From an optimization exercise on the open Yosys and OpenROAD flow, aimed at small area, a short achievable clock period and few clock cycles per item; shortcuts taken in it are not production practice. Power figures rest on the tool's default switching activity, not on a simulated workload.

// sqrt_mult_system
module sqrt_mult_system (
    input clk_i,
    input rst_i,
    input start_i,
    input [7:0] a_bi,
    input [7:0] b_bi,
    output [15:0] result,
    output done
);
    wire [14:0] d;
    wire p000;
    wire p001;
    wire p002;
    wire p003;
    wire p004;
    wire p005;
    wire p006;
    wire p007;
    wire p008;
    wire p009;
    wire p010;
    wire p011;
    wire p012;
    wire p013;
    wire p014;
    wire p015;
    wire p016;
    wire p017;
    wire p018;
    wire p019;
    wire p020;
    wire p021;
    wire p022;
    wire p023;
    wire p024;
    wire p025;
    wire p026;
    wire p027;
    wire p028;
    wire p029;
    wire p030;
    wire p031;
    wire p032;
    wire p033;
    wire p034;
    wire p035;
    wire p036;
    wire p037;
    wire p038;
    wire p039;
    wire p040;
    wire p041;
    wire p042;
    wire p043;
    wire p044;
    wire p045;
    wire p046;
    wire p047;
    wire p048;
    wire p049;
    wire p050;
    wire p051;
    wire p052;
    wire p053;
    wire p054;
    wire p055;
    wire p056;
    wire p057;
    wire p058;
    wire p059;
    wire p060;
    wire p061;
    wire p062;
    wire p063;
    wire p064;
    wire p065;
    wire p066;
    wire p067;
    wire p068;
    wire p069;
  ...
Size in the first run: roughly 210 cells after synthesis, ~16 flip-flops, roughly 0.0013 sq mm of cells after synthesis.
==> flow/config.mk <==
export PLATFORM = sky130hd
export DESIGN_NAME = sqrt_mult_system
export DESIGN_NICKNAME = sqrt_mult_system
export VERILOG_FILES = /design/flow/design.v
export SDC_FILE = /design/flow/constraint.sdc
export NUM_CORES = 4
export LEC_CHECK = 0
export CAP_MARGIN = 20
export CORE_MARGIN = 2
export CORE_UTILIZATION = 40
export SETUP_SLACK_MARGIN = 2.2
export SLEW_MARGIN = 20
==> flow/constraint.sdc <==
create_clock -name core_clock -period 5.0 [get_ports {clk_i}]
set_input_delay 1.0000 -clock core_clock [delete_from_list [all_inputs] [get_ports {clk_i}]]
set_output_delay 1.0000 -clock core_clock [all_outputs]
set_load 0.01 [all_outputs]
standard.sh (not shown) runs the stock make flow with config.mk's settings and CLKGATE_MAP_FILE= SYNTH_SCRIPT=/design/flow/synth_recipe.tcl, a recipe that flattens the netlist after the stock synthesis.
==> flow/flow/run.sh <==
#!/bin/bash
# Layout flow: the standard ORFS flow, with two changes.
#  1. Synthesis is ORFS's own script (with the standard flow's -nofsm -noshare wrapper,
#     flatten and renaming, as in synth_recipe.tcl), but ABC maps with the
#     script in flow/abc.script and full/half adder extraction can be skipped.
#  2. The port buffers inserted during placement are buf cells instead of
#     the slow clkdlybuf cells that buffer_ports picks by default.
# Settings come from flow/params.sh. Each tool's output goes to its own log.
set -euo pipefail
HERE=$(pwd)
source "$HERE/flow/params.sh"
export MY_ABC_SCRIPT="$HERE/flow/abc.script"
export MY_NOFA
export BUFFER_PORTS_ARGS="-buffer_cell $PORT_BUFFER"
sed "s#SYNTH_SCRIPT=[^ ]*#SYNTH_SCRIPT=$HERE/flow/synth.tcl#" standard.sh > my_standard.sh
bash my_standard.sh finish > flow_make.log 2>&1
==> flow/flow/abc.script <==
strash
dch
map -D 1300
topo
stime -c
==> flow/flow/params.sh <==
MY_NOFA=1
PORT_BUFFER=sky130_fd_sc_hd__buf_1
==> flow/flow/synth.tcl <==
# synth_recipe.tcl with two hooks: abc runs flow/abc.script (MY_ABC_SCRIPT),
# and extract_fa is skipped when MY_NOFA is 1.
proc synth {args} { yosys synth -nofsm -noshare {*}$args }
proc abc {args} {
  set out {}
  set skip 0
  foreach a $args {
    if {$skip} { set skip 0; continue }
    if {$a eq "-script" || $a eq "-D"} { set skip 1; continue }
    lappend out $a
  }
  lappend out -script $::env(MY_ABC_SCRIPT)
  yosys abc {*}$out
}
if {$::env(MY_NOFA)} { proc extract_fa {args} {} }
source $::env(SCRIPTS_DIR)/synth.tcl
# left out here: clear keep_hierarchy, flatten, clean up, hide names made inside functions, write 1_2_yosys.v
The baseline finished with timing, DRC and antenna clean.
Next try:
--- a/flow/config.mk
+++ b/flow/config.mk
@@ -11 +11 @@
-export SETUP_SLACK_MARGIN = 2.2
+export SETUP_SLACK_MARGIN = 1.8
Setup slack gets worse by 200 ps.
Global-route usage is lower by 2.8 points.
Via count drops by a few percent.
Next try:
==> flow/flow/abc.script (replaced) <==
strash
dch
map -a
topo
stime -c
Power came out higher by 6.1%.
Non-clock buffer count came out higher by 15.
Synthesized area came out lower by 9.8%.
Worst setup slack is worse by 350 ps.
Next try:
--- a/flow/config.mk
+++ b/flow/config.mk
@@ -11 +11 @@
-export SETUP_SLACK_MARGIN = 1.8
+export SETUP_SLACK_MARGIN = 2.2
Clock-buffer cell count came out lower by 1; global-route usage goes up by 1.7 points; sequential share of layout area went down by 2.3 points; design area is higher by about 13%; core utilization rose by 7.4 points; sequential power is about the same.
No functional check of the RTL was part of any run of this note.

-- static timing again, ports no longer ideal --
Ports are ideal in the flow. The routed layouts listed here were re-timed in OpenROAD. Step 1 assumes that a clkbuf_16 drives the clock port and a buf_2 every other input. Step 2, shift: input delay + t, output delay - t, t = (earliest + latest rising clock arrival at the registers) / 2. This alone moves slack from input paths to output paths. a / b / c = no drivers / after step 1 / after step 2; a / b = the first two.
| run | shift t [ns] | slack for setup (ns) | latest minus earliest clock arrival (ns) |
|---|---|---|---|
| the first run | 0.308 | 2.168 / 2.159 / 1.851 | 0.010 / 0.010 |
| the second run | 0.322 | 1.964 / 1.965 / 1.643 | 0.001 / 0.002 |
| the third run | 0.311 | 1.613 / 1.618 / 1.307 | 0.006 / 0.006 |
| the fourth run | 0.307 | 1.691 / 1.681 / 1.373 | 0.006 / 0.007 |
After both steps setup and hold are still met in every run listed. For the second run, which loses most, drivers alone change the setup slack by +0.001 ns; drivers and shift together by -0.321 ns.
